This design comes from an exercise in tuning for small area on the open sky130 flow, not from production work. The RTL was checked by simulation tests, not by an equivalence proof against the original design. Power is estimated from default activity; no workload was simulated.

Setup of fjord:
// tictactoe_vga
module tictactoe_vga(clk, btnCpuReset, btnC, btnR, btnL, btnU, btnD, HS, VS, vgaR, vgaG, vgaB);
==> flow/config.mk <==
export PLATFORM = sky130hd
export DESIGN_NAME = tictactoe_vga
export DESIGN_NICKNAME = tictactoe_vga
export VERILOG_FILES = /design/flow/design.v
export SDC_FILE = /design/flow/constraint.sdc
export NUM_CORES = 4
export LEC_CHECK = 0
export ABC_AREA = 1
export CAP_MARGIN = 20
export CORE_MARGIN = 2
export CORE_UTILIZATION = 40
export CTS_BUF_LIST = sky130_fd_sc_hd__clkbuf_8
export SLEW_MARGIN = 20
export SYNTH_MEMORY_MAX_BITS = 1048576
==> flow/constraint.sdc <==
create_clock -name core_clock -period 10.0 [get_ports {clk}]
set_input_delay 2.0000 -clock core_clock [delete_from_list [all_inputs] [get_ports {clk}]]
set_output_delay 2.0000 -clock core_clock [all_outputs]
set_load 0.01 [all_outputs]
run.sh (not shown) runs the stock make flow with config.mk's settings and CLKGATE_MAP_FILE= SYNTH_SCRIPT=/design/flow/synth_recipe.tcl, a recipe that flattens the netlist after the stock synthesis.
fjord: no failed stages, no open violations at the end
### fjord -> ember
Settings: CTS_BUF_LIST removed (was sky130_fd_sc_hd__clkbuf_8).
==> flow/flow/run.sh (new file) <==
#!/bin/bash
set -euo pipefail
W=$(pwd)
R=$W/orfs/results/$FLOW_PLATFORM/tictactoe_vga/base
YOSYS=$FLOW_HOME/../tools/install/yosys/bin/yosys
[ -x "$YOSYS" ] || YOSYS=yosys

bash standard.sh synth > "$W/log_1_standard_synth.log" 2>&1

cp "$R/1_2_yosys.v" "$W/netlist_standard.v"
# ABC's dont-use list: the one the standard synthesis gave ABC
DONT=$(grep -o -- '-dont_use [^ ]*' "$W/orfs/logs/$FLOW_PLATFORM/tictactoe_vga/base/1_2_yosys.log" | sort -u | tr '\n' ' ' || true)
export REMAP_LIB=$FLOW_HOME/platforms/$FLOW_PLATFORM/lib/sky130_fd_sc_hd__tt_025C_1v80.lib
export REMAP_IN=$W/netlist_standard.v REMAP_OUT=$W/netlist_remapped.v
export REMAP_SCRIPT=$W/flow/area.abc REMAP_TOP=$FLOW_TOP REMAP_DONT="$DONT"
"$YOSYS" -c "$W/flow/remap.tcl" > "$W/log_2_remap.log" 2>&1

cp "$W/netlist_remapped.v" "$R/1_2_yosys.v"
rm -f "$R/1_synth.odb" "$R/1_synth.sdc"
bash standard.sh "BUFFER_PORTS_ARGS=-buffer_cell sky130_fd_sc_hd__buf_1" \
  "CTS_ARGS=-sink_clustering_enable -repair_clock_nets -buf_list sky130_fd_sc_hd__clkbuf_8 -dont_use_dummy_load" \
  finish > "$W/log_3_standard_layout.log" 2>&1
test -s "$W/out/final.def"
==> flow/flow/area.abc (new file) <==
strash
balance -l
resub -K 6 -l
rewrite -l
resub -K 6 -N 2 -l
refactor -l
resub -K 8 -l
balance -l
resub -K 8 -N 2 -l
rewrite -l
resub -K 10 -l
rewrite -z -l
resub -K 10 -N 2 -l
balance -l
resub -K 12 -l
refactor -z -l
resub -K 12 -N 2 -l
rewrite -z -l
balance -l
balance -l
resub -K 6 -l
rewrite -l
resub -K 6 -N 2 -l
refactor -l
resub -K 8 -l
balance -l
resub -K 8 -N 2 -l
rewrite -l
resub -K 10 -l
rewrite -z -l
resub -K 10 -N 2 -l
balance -l
resub -K 12 -l
refactor -z -l
resub -K 12 -N 2 -l
rewrite -z -l
balance -l
balance -l
resub -K 6 -l
rewrite -l
resub -K 6 -N 2 -l
refactor -l
resub -K 8 -l
balance -l
resub -K 8 -N 2 -l
rewrite -l
resub -K 10 -l
rewrite -z -l
resub -K 10 -N 2 -l
balance -l
resub -K 12 -l
refactor -z -l
resub -K 12 -N 2 -l
rewrite -z -l
balance -l
balance -l
resub -K 6 -l
rewrite -l
resub -K 6 -N 2 -l
refactor -l
resub -K 8 -l
balance -l
resub -K 8 -N 2 -l
rewrite -l
resub -K 10 -l
rewrite -z -l
resub -K 10 -N 2 -l
balance -l
resub -K 12 -l
refactor -z -l
resub -K 12 -N 2 -l
rewrite -z -l
balance -l
&get -n
&deepsyn -T 300
&dch -f
&nf -R 1000
&put
topo
stime -c
==> flow/flow/remap.tcl (new file) <==
# Re-map the combinational logic of the standard synthesis netlist for area.
# Registers (sequential cells) stay as they are: same instances, names and cell types.
yosys -import
set lib $::env(REMAP_LIB)
read_liberty -ignore_miss_func $lib
read_verilog $::env(REMAP_IN)
hierarchy -top $::env(REMAP_TOP)
set seq {sky130_fd_sc_hd__df* sky130_fd_sc_hd__edf* sky130_fd_sc_hd__sdf* sky130_fd_sc_hd__dl*}
foreach p $seq { catch { setattr -mod -set keep_hierarchy 1 $p } }
tee -o /dev/stdout stat -liberty $lib
flatten
# the flattened cells' port wires get private names, so the netlist keeps its own net names
yosys rename -hide w:_*_.*
# the registers' cell models are not needed any more: only their instances are kept
foreach p $seq { catch { blackbox $p } }
opt_clean
abc -liberty $lib -script $::env(REMAP_SCRIPT) {*}$::env(REMAP_DONT)
opt_clean
setundef -zero
hilomap -singleton -hicell sky130_fd_sc_hd__conb_1 HI -locell sky130_fd_sc_hd__conb_1 LO
insbuf -buf sky130_fd_sc_hd__buf_1 A X
splitnets
tee -o /dev/stdout stat -liberty $lib
yosys check
write_verilog -noattr $::env(REMAP_OUT)
==> flow/standard.sh (new file) <==
#!/bin/bash
# synth_recipe.tcl (not shown) runs the flow's synth.tcl, then flattens the netlist and writes it again
# the make line also repeats each setting of config.mk as NAME=value (left out here)
make -C /OpenROAD-flow-scripts/flow DESIGN_CONFIG=/design/flow/config.mk WORK_HOME=/design/flow/orfs CLKGATE_MAP_FILE= SYNTH_SCRIPT=/design/flow/synth_recipe.tcl "${@:-finish}"
removed: flow/run.sh
[summary]
- Relative to fjord, the synthesized cell count of ember is lower by 23%.
- As far as total global routing overflow goes, fjord and ember are indistinguishable; the numbers are identical.
- Routability-driven placement congestion ratio sits higher in ember than in fjord.
- Measured against each other, fjord and ember differ in time the worst path needs with I/O delays and setup, the higher figure coming from ember.
- Total wirelength of the detailed-routed design went down by more than 10% going from fjord to ember.
The inputs of nickel differ from those of ember as listed below.
--- a/flow/flow/run.sh
+++ b/flow/flow/run.sh
@@ -14,3 +14,3 @@
 export REMAP_IN=$W/netlist_standard.v REMAP_OUT=$W/netlist_remapped.v
-export REMAP_SCRIPT=$W/flow/area.abc REMAP_TOP=$FLOW_TOP REMAP_DONT="$DONT"
+export REMAP_DIR=$W/flow REMAP_WORK=$W REMAP_DEEPSYN=30 REMAP_TOP=$FLOW_TOP REMAP_DONT="$DONT"
 "$YOSYS" -c "$W/flow/remap.tcl" > "$W/log_2_remap.log" 2>&1
==> flow/flow/map1.abc (new file) <==
strash
&get -n
&dch -f
&nf -R 1000
&put
topo
==> flow/flow/map2.abc (new file) <==
strash
&get -n
&dch -f
&nf -R 1000 -p
&put
topo
==> flow/flow/map3.abc (new file) <==
strash
dch -f
map -a
topo
==> flow/flow/map4.abc (new file) <==
strash
&get -n
&nf -R 1000
&put
topo
==> flow/flow/map5.abc (new file) <==
strash
dch -f
amap
topo
==> flow/flow/map6.abc (new file) <==
strash
&get -n
&nf -R 1000 -F 8 -A 8
&put
topo
==> flow/flow/map7.abc (new file) <==
strash
&get -n
&dch
&nf -R 1000
&put
topo
==> flow/flow/opt.abc.in (new file) <==
strash
balance -l
resub -K 6 -l
rewrite -l
resub -K 6 -N 2 -l
refactor -l
resub -K 8 -l
balance -l
resub -K 8 -N 2 -l
rewrite -l
resub -K 10 -l
rewrite -z -l
resub -K 10 -N 2 -l
balance -l
resub -K 12 -l
refactor -z -l
resub -K 12 -N 2 -l
rewrite -z -l
balance -l
balance -l
resub -K 6 -l
rewrite -l
resub -K 6 -N 2 -l
refactor -l
resub -K 8 -l
balance -l
resub -K 8 -N 2 -l
rewrite -l
resub -K 10 -l
rewrite -z -l
resub -K 10 -N 2 -l
balance -l
resub -K 12 -l
refactor -z -l
resub -K 12 -N 2 -l
rewrite -z -l
balance -l
balance -l
resub -K 6 -l
rewrite -l
resub -K 6 -N 2 -l
refactor -l
resub -K 8 -l
balance -l
resub -K 8 -N 2 -l
rewrite -l
resub -K 10 -l
rewrite -z -l
resub -K 10 -N 2 -l
balance -l
resub -K 12 -l
refactor -z -l
resub -K 12 -N 2 -l
rewrite -z -l
balance -l
balance -l
resub -K 6 -l
rewrite -l
resub -K 6 -N 2 -l
refactor -l
resub -K 8 -l
balance -l
resub -K 8 -N 2 -l
rewrite -l
resub -K 10 -l
rewrite -z -l
resub -K 10 -N 2 -l
balance -l
resub -K 12 -l
refactor -z -l
resub -K 12 -N 2 -l
rewrite -z -l
balance -l
&get -n
&deepsyn -T $DS
&put
map
--- a/flow/flow/remap.tcl
+++ b/flow/flow/remap.tcl
@@ -2,4 +2,7 @@
 # Registers (sequential cells) stay as they are: same instances, names and cell types.
+# The logic is optimised once (opt.abc, with ABC's &deepsyn), then mapped to the
+# library with each of map*.abc; the smallest mapping is kept.
 yosys -import
 set lib $::env(REMAP_LIB)
+set dir $::env(REMAP_DIR)
 read_liberty -ignore_miss_func $lib
@@ -9,3 +12,3 @@
 foreach p $seq { catch { setattr -mod -set keep_hierarchy 1 $p } }
-tee -o /dev/stdout stat -liberty $lib
+tee -o $::env(REMAP_WORK)/stat_standard.txt stat -liberty $lib
 flatten
@@ -16,4 +19,23 @@
 opt_clean
-abc -liberty $lib -script $::env(REMAP_SCRIPT) {*}$::env(REMAP_DONT)
+# optimise the logic (AND/NOT gates)
+set f [open $dir/opt.abc.in r]; set s [read $f]; close $f
+set f [open $::env(REMAP_WORK)/opt.abc w]; puts -nonewline $f [string map [list {$DS} $::env(REMAP_DEEPSYN)] $s]; close $f
+abc -g AND -script $::env(REMAP_WORK)/opt.abc
 opt_clean
+design -save optimised
+set best_area 1e12
+set best ""
+foreach m [lsort [glob $dir/map*.abc]] {
+  design -load optimised
+  abc -liberty $lib -script $m {*}$::env(REMAP_DONT)
+  opt_clean
+  set sf $::env(REMAP_WORK)/stat_[file rootname [file tail $m]].txt
+  tee -q -o $sf stat -liberty $lib
+  set f [open $sf r]; set txt [read $f]; close $f
+  regexp {Chip area for module '[^']*': ([0-9.]+)} $txt -> area
+  puts "REMAP $m area $area"
+  if {$area < $best_area} { set best_area $area; set best $m; design -save best }
+}
+puts "REMAP best $best area $best_area"
+design -load best
 setundef -zero
@@ -22,3 +44,3 @@
 splitnets
-tee -o /dev/stdout stat -liberty $lib
+tee -o $::env(REMAP_WORK)/stat_remapped.txt stat -liberty $lib
 yosys check
removed: flow/flow/area.abc
Results
For the arrival time at the worst endpoint, nickel came in 0.20 ns higher than ember did.
For ember and nickel, there was not a single run that failed to finish clean.
In nickel relative to ember, via density per instance had gone up slightly.
The standard cells in nickel occupy more silicon area than those in ember do.
Between ember and nickel, global-route usage is higher for nickel, ember comes in under that.

========
tictactoe_vga, a different RTL version from the one above (not shown whole).
For scale: ~760 cells after synthesis, ~21 I/O pins, roughly 7100 sq um of cells after synthesis.
==> flow/config.mk <==
export PLATFORM = sky130hd
export DESIGN_NAME = tictactoe_vga
export DESIGN_NICKNAME = tictactoe_vga
export VERILOG_FILES = /design/flow/design.v
export SDC_FILE = /design/flow/constraint.sdc
export NUM_CORES = 4
export LEC_CHECK = 0
export ABC_AREA = 1
export CAP_MARGIN = 20
export CORE_MARGIN = 2
export CORE_UTILIZATION = 40
export SLEW_MARGIN = 20
export SYNTH_MEMORY_MAX_BITS = 1048576
==> flow/constraint.sdc <==
create_clock -name core_clock -period 10.0 [get_ports {clk}]
set_input_delay 2.0000 -clock core_clock [delete_from_list [all_inputs] [get_ports {clk}]]
set_output_delay 2.0000 -clock core_clock [all_outputs]
set_load 0.01 [all_outputs]
standard.sh (not shown) runs the stock make flow with config.mk's settings and CLKGATE_MAP_FILE= SYNTH_SCRIPT=/design/flow/synth_recipe.tcl, a recipe that flattens the netlist after the stock synthesis.
==> flow/flow/run.sh <==
#!/bin/bash
set -euo pipefail
W=$(pwd)
R=$W/orfs/results/$FLOW_PLATFORM/tictactoe_vga/base
YOSYS=$FLOW_HOME/../tools/install/yosys/bin/yosys
[ -x "$YOSYS" ] || YOSYS=yosys

bash standard.sh synth > "$W/log_1_standard_synth.log" 2>&1

cp "$R/1_2_yosys.v" "$W/netlist_standard.v"
# ABC's dont-use list: the one the standard synthesis gave ABC
DONT=$(grep -o -- '-dont_use [^ ]*' "$W/orfs/logs/$FLOW_PLATFORM/tictactoe_vga/base/1_2_yosys.log" | sort -u | tr '\n' ' ' || true)
export REMAP_LIB=$FLOW_HOME/platforms/$FLOW_PLATFORM/lib/sky130_fd_sc_hd__tt_025C_1v80.lib
export REMAP_IN=$W/netlist_standard.v REMAP_OUT=$W/netlist_remapped.v
export REMAP_DIR=$W/flow REMAP_WORK=$W REMAP_DEEPSYN=600 REMAP_TOP=$FLOW_TOP REMAP_DONT="$DONT"
"$YOSYS" -c "$W/flow/remap.tcl" > "$W/log_2_remap.log" 2>&1

cp "$W/netlist_remapped.v" "$R/1_2_yosys.v"
rm -f "$R/1_synth.odb" "$R/1_synth.sdc"
bash standard.sh "BUFFER_PORTS_ARGS=-buffer_cell sky130_fd_sc_hd__buf_1" \
  "CTS_ARGS=-sink_clustering_enable -repair_clock_nets -buf_list sky130_fd_sc_hd__clkbuf_8 -dont_use_dummy_load" \
  finish > "$W/log_3_standard_layout.log" 2>&1
test -s "$W/out/final.def"
==> flow/flow/remap.tcl <==
# Re-map the combinational logic of the standard synthesis netlist for area.
# Registers (sequential cells) stay as they are: same instances, names and cell types.
# The logic is optimised once (opt.abc, with ABC's &deepsyn), then mapped to the
# library with each of map*.abc; the smallest mapping is kept.
yosys -import
set lib $::env(REMAP_LIB)
set dir $::env(REMAP_DIR)
read_liberty -ignore_miss_func $lib
read_verilog $::env(REMAP_IN)
hierarchy -top $::env(REMAP_TOP)
set seq {sky130_fd_sc_hd__df* sky130_fd_sc_hd__edf* sky130_fd_sc_hd__sdf* sky130_fd_sc_hd__dl*}
foreach p $seq { catch { setattr -mod -set keep_hierarchy 1 $p } }
tee -o $::env(REMAP_WORK)/stat_standard.txt stat -liberty $lib
flatten
# the flattened cells' port wires get private names, so the netlist keeps its own net names
yosys rename -hide w:_*_.*
# the registers' cell models are not needed any more: only their instances are kept
foreach p $seq { catch { blackbox $p } }
opt_clean
# optimise the logic (AND/NOT gates)
set f [open $dir/opt.abc.in r]; set s [read $f]; close $f
set f [open $::env(REMAP_WORK)/opt.abc w]; puts -nonewline $f [string map [list {$DS} $::env(REMAP_DEEPSYN)] $s]; close $f
abc -g AND -script $::env(REMAP_WORK)/opt.abc
opt_clean
design -save optimised
set best_area 1e12
set best ""
foreach m [lsort [glob $dir/map*.abc]] {
  design -load optimised
  abc -liberty $lib -script $m {*}$::env(REMAP_DONT)
  opt_clean
  set sf $::env(REMAP_WORK)/stat_[file rootname [file tail $m]].txt
  tee -q -o $sf stat -liberty $lib
  set f [open $sf r]; set txt [read $f]; close $f
  regexp {Chip area for module '[^']*': ([0-9.]+)} $txt -> area
  puts "REMAP $m area $area"
  if {$area < $best_area} { set best_area $area; set best $m; design -save best }
}
puts "REMAP best $best area $best_area"
design -load best
setundef -zero
hilomap -singleton -hicell sky130_fd_sc_hd__conb_1 HI -locell sky130_fd_sc_hd__conb_1 LO
insbuf -buf sky130_fd_sc_hd__buf_1 A X
splitnets
tee -o $::env(REMAP_WORK)/stat_remapped.txt stat -liberty $lib
yosys check
write_verilog -noattr $::env(REMAP_OUT)
Other scripts of this flow, unchanged in this note and not shown: flow/flow/map1.abc, flow/flow/map2.abc, flow/flow/map3.abc, flow/flow/map4.abc, flow/flow/map5.abc, flow/flow/map6.abc, flow/flow/map7.abc, flow/flow/opt.abc.in
The first run went through all stages and came out clean.
Next try:
--- a/flow/flow/run.sh
+++ b/flow/flow/run.sh
@@ -13,5 +13,5 @@
 export REMAP_LIB=$FLOW_HOME/platforms/$FLOW_PLATFORM/lib/sky130_fd_sc_hd__tt_025C_1v80.lib
 export REMAP_IN=$W/netlist_standard.v REMAP_OUT=$W/netlist_remapped.v
-export REMAP_DIR=$W/flow REMAP_WORK=$W REMAP_DEEPSYN=600 REMAP_TOP=$FLOW_TOP REMAP_DONT="$DONT"
+export REMAP_DIR=$W/flow REMAP_WORK=$W REMAP_DEEPSYN=1500 REMAP_TOP=$FLOW_TOP REMAP_DONT="$DONT"
 "$YOSYS" -c "$W/flow/remap.tcl" > "$W/log_2_remap.log" 2>&1
 
The changed run went through all stages and came out clean.
Hold slack is unchanged.
Final area stays the same.
Synthesized area is unchanged.
Wire length does not change.
Power does not change.
Worst setup slack stays the same.
Clock-buffer cell count stays the same.
Sequential power hardly moves.
Via count is unchanged.
Final cell count does not change.
Register-to-register slack is about the same.

-- afterwards: timing with drivers on the ports --
The flow's constraints put no driver on any port. The routed layouts listed below were extracted and timed again, unchanged, in two steps.
Step 1: set_driving_cell puts a clkbuf_16 on clk and a buf_2 on each other input, an assumption about the parent block.
Step 2 also shifts input and output timing later by t, the mid clock arrival at the registers, as if the neighbouring blocks saw the same clock.
Slacks: no drivers / after step 1 / after step 2; pairs: no drivers / after step 1.
run	t, ns	setup slack, ns	worst data-port slew with drivers (ns)
fjord	0.484	6.534 / 6.499 / 6.161	0.03
ember	0.475	6.224 / 6.224 / 6.224	0.03
nickel	0.470	5.998 / 5.998 / 5.998	0.04
the first run of note 2	0.469	5.947 / 5.947 / 5.947	0.03
the second run of note 2	0.469	5.947 / 5.947 / 5.947	0.03
After both steps every run listed still meets setup and hold. The setup slack of fjord, which loses most, moves by -0.035 ns with the drivers and by -0.373 ns with both steps.
